Background: an optimization exercise with open tools, aiming at small area. Do not read the settings as production practice. The RTL was checked by simulation tests, not by an equivalence proof against the original design. Power is estimated from default activity; no workload was simulated.

==> flow/design.v <==
`timescale 1ns/1ps
module top (output reg         uart_txd,
            output reg  [63:0] data_out_64,
            output reg         data_out_done,
            input  wire        clk,
            input  wire        rst_n,
            input  wire [63:0] data_in_64,
            input  wire        manual_start,
            input  wire        uart_rxd);
    parameter CLK_F    = 50_000_000;
    parameter UART_BPS = 115200;
    parameter CLK_GOAL = CLK_F / UART_BPS;     
    localparam [8:0] LAST   = CLK_GOAL - 1;
    localparam [8:0] SAMPLE = CLK_GOAL / 2;
    reg        ms_1;         
    reg  [2:0] t_state;      
    reg [63:0] t_word;       
    reg  [7:0] t_byte;       
    reg        t_en, t_en0, t_en1;
    reg        t_flag;
    reg  [8:0] t_clk;
    reg  [3:0] t_cnt;
    reg  [7:0] t_data;
    wire t_next  = (t_cnt == 4'd10 && t_clk == 9'd1) || (manual_start && !ms_1);
    wire t_start = t_en0 && !t_en1;
    always @(posedge clk or negedge rst_n)
        if (!rst_n) begin
            ms_1    <= 1'b0;
            t_state <= 3'd7;
            t_en    <= 1'b0;
            t_en0   <= 1'b0;
            t_en1   <= 1'b0;
            t_flag  <= 1'b0;
            t_clk   <= 9'd0;
            t_cnt   <= 4'd0;
            uart_txd <= 1'b1;
        end else begin
            ms_1  <= manual_start;
            t_en  <= t_next;
            t_en0 <= t_en;
            t_en1 <= t_en0;
            if (t_next)
                t_state <= t_state + 3'd1;
            if (t_start)
                t_flag <= 1'b1;
            else if (t_cnt == 4'd10)
                t_flag <= 1'b0;
            if (!t_flag) begin
                t_clk <= 9'd0;
                t_cnt <= 4'd0;
            end else if (t_clk != LAST) begin
                t_clk <= t_clk + 9'd1;
            end else begin
                t_clk <= 9'd0;
                t_cnt <= t_cnt + 4'd1;
            end
            if (!t_flag)
                uart_txd <= 1'b1;
            else case (t_cnt)
                4'd0: uart_txd <= 1'b0;
                4'd1: uart_txd <= t_data[0];
                4'd2: uart_txd <= t_data[1];
                4'd3: uart_txd <= t_data[2];
                4'd4: uart_txd <= t_data[3];
                4'd5: uart_txd <= t_data[4];
                4'd6: uart_txd <= t_data[5];
                4'd7: uart_txd <= t_data[6];
                4'd8: uart_txd <= t_data[7];
                default: uart_txd <= 1'b1;
            endcase
        end
    always @(posedge clk) begin
        if (t_next && t_state == 3'd7)
            t_word <= data_in_64;
        t_byte <= t_word[t_state*8 +: 8];
        if (t_start)
            t_data <= t_byte;
    end
    reg        rxd_1;
    reg        r_flag;
    reg  [8:0] r_clk;
    reg  [3:0] r_cnt;
    reg [63:0] r_shift;      
    reg  [3:0] r_state;      
    reg        done_1;       
    wire r_sample = r_clk == SAMPLE && r_cnt >= 4'd1 && r_cnt <= 4'd8;
    wire r_byte   = r_cnt == 4'd10 && r_clk == 9'd1;    
    always @(posedge clk or negedge rst_n)
        if (!rst_n) begin
            rxd_1   <= 1'b1;
            r_flag  <= 1'b0;
            r_clk   <= 9'd0;
            r_cnt   <= 4'd0;
            r_state <= 4'd8;
            data_out_done <= 1'b0;
            done_1  <= 1'b0;
            data_out_64 <= 64'd0;
        end else begin
            rxd_1 <= uart_rxd;
            if (rxd_1 && !uart_rxd)
                r_flag <= 1'b1;
            else if (r_cnt == 4'd10)
                r_flag <= 1'b0;
            if (!r_flag) begin
                r_clk <= 9'd0;
                r_cnt <= 4'd0;
            end else if (r_clk != LAST) begin
                r_clk <= r_clk + 9'd1;
            end else begin
                r_clk <= 9'd0;
                r_cnt <= r_cnt + 4'd1;
            end
            if (r_byte)
                r_state <= (r_state[3] || r_state[2:0] == 3'd7) ? 4'd0 : r_state + 4'd1;
            data_out_done <= r_state == 4'd7;
            done_1 <= data_out_done;
            if (data_out_done && !done_1)
                data_out_64 <= r_shift;
        end
    always @(posedge clk)
        if (r_sample)
            r_shift <= {uart_rxd, r_shift[63:1]};
endmodule
Settings: LEC_CHECK=0, CAP_MARGIN=20, CORE_MARGIN=2, CORE_UTILIZATION=40, CTS_BUF_LIST=sky130_fd_sc_hd__clkbuf_4, SLEW_MARGIN=20; clock period 20.0 ns.
run.sh (not shown) runs the stock make flow with config.mk's settings and CLKGATE_MAP_FILE= SYNTH_SCRIPT=/design/flow/synth_recipe.tcl, a recipe that flattens the netlist after the stock synthesis.
The starting point produced a clean layout.
Rerun with:
Settings changed: CTS_BUF_LIST sky130_fd_sc_hd__clkbuf_4 to not set.
The changed run produced a clean layout.
Sequential share of layout area climbs by 0.66 points.
Core utilization drops by 0.60 points.
Cell area drops by 1.1%.
Hold slack barely changes.
Via count drops by about 4.4%.
Routed wire length drops by 2.3%.


Setup of the reference run:
top, a different RTL version from the one above (not shown whole).
Size in the first run: roughly 470 cells after synthesis, roughly 240 flip-flops, ~8200 µm² of cells after synthesis.
clock: 20.0 ns
lec_check: 0
cap_margin: 20
core_margin: 2
core_utilization: 60
slew_margin: 20
standard.sh (not shown) runs the stock make flow with config.mk's settings and CLKGATE_MAP_FILE= SYNTH_SCRIPT=/design/flow/synth_recipe.tcl, a recipe that flattens the netlist after the stock synthesis.
==> flow/flow/run.sh <==
#!/bin/bash
# Own layout flow: the standard flow, with three changes:
#  - synthesis is the standard one, but ABC maps the logic with an area-oriented
#    script (flow/abc_area.script) instead of the speed script;
#  - the port buffers use the smallest buffer cell;
#  - clock tree synthesis inserts no dummy loads (options in flow/cts_args).
# standard.sh's output goes to standard.log; every step's full log is in orfs/logs/.
set -euo pipefail
WORK=$PWD
CTS="-sink_clustering_enable -repair_clock_nets -dont_use_dummy_load"
if [[ -f flow/cts_args ]]; then CTS="$(cat flow/cts_args)"; fi
cat > flow_synth.tcl <<EOT
proc abc {args} {
  set i [lsearch \$args -script]
  if {\$i >= 0} {
    set args [lreplace \$args [expr {\$i + 1}] [expr {\$i + 1}] $WORK/flow/abc_area.script]
  }
  yosys abc {*}\$args
}
source $WORK/synth_recipe.tcl
EOT
sed "s#SYNTH_SCRIPT=[^ ]*#SYNTH_SCRIPT=$WORK/flow_synth.tcl#" standard.sh > flow_standard.sh
grep -q "SYNTH_SCRIPT=$WORK/flow_synth.tcl" flow_standard.sh
bash flow_standard.sh \
  "BUFFER_PORTS_ARGS=-buffer_cell sky130_fd_sc_hd__buf_1" \
  "CTS_ARGS=$CTS" \
  finish > standard.log 2>&1
==> flow/flow/abc_area.script <==
&get -n
&st
&dch
&nf -R 1000
&st
&dch
&nf -R 1000
&put
==> flow/flow/cts_args <==
-sink_clustering_enable -repair_clock_nets -dont_use_dummy_load -buf_list sky130_fd_sc_hd__clkbuf_8 -sink_clustering_size 20 -sink_clustering_max_diameter 80
The reference run: PASS, flow complete, no timing, DRC or antenna violations
The following lists how the trial run was set up differently from the reference run:
==> flow/flow/cts_args <==
-sink_clustering_enable -repair_clock_nets -dont_use_dummy_load -buf_list sky130_fd_sc_hd__clkbuf_4 -sink_clustering_size 10 -sink_clustering_max_diameter 40
==> run summary <==
The proportion of final cell area spent on non-clock buffers was comparable across the reference run and the trial run.
In the trial run, met2 demand-to-capacity share in global routing is higher than in the reference run.
Switching share of power in the trial run is 0.60 points above the reference run.
The trial run gives less proportion of cell area occupied by registers than the reference run did.

what the ideal ports hide:
The flow's constraints put no driver on any port. The routed layouts listed below were extracted and timed again, unchanged, in two steps.
Step 1: set_driving_cell puts a clkbuf_16 on clk and a buf_2 on each other input, an assumption about the parent block.
Step 2, shift: input delay + t, output delay - t, t = (earliest + latest rising clock arrival at the registers) / 2. This alone moves slack from input paths to output paths.
Slacks: ideal / step 1 / step 2; pairs: ideal / step 1.
run	t (ns)	setup slack, ns	worst setup path after step 2	worst slew at a driven data input, ns
the first run of note 1	0.657	14.338 / 14.303 / 14.073	input to register	0.04
the second run of note 1	0.552	14.458 / 14.414 / 14.095	input to register	0.04
the reference run	0.516	13.909 / 13.875 / 14.377	input to register	0.05
the trial run	0.623	13.786 / 13.753 / 14.362	input to register	0.04
After both steps every run listed still meets setup and hold. The setup slack of the second run of note 1, which loses most, moves by -0.044 ns with the drivers and by -0.363 ns with both steps.
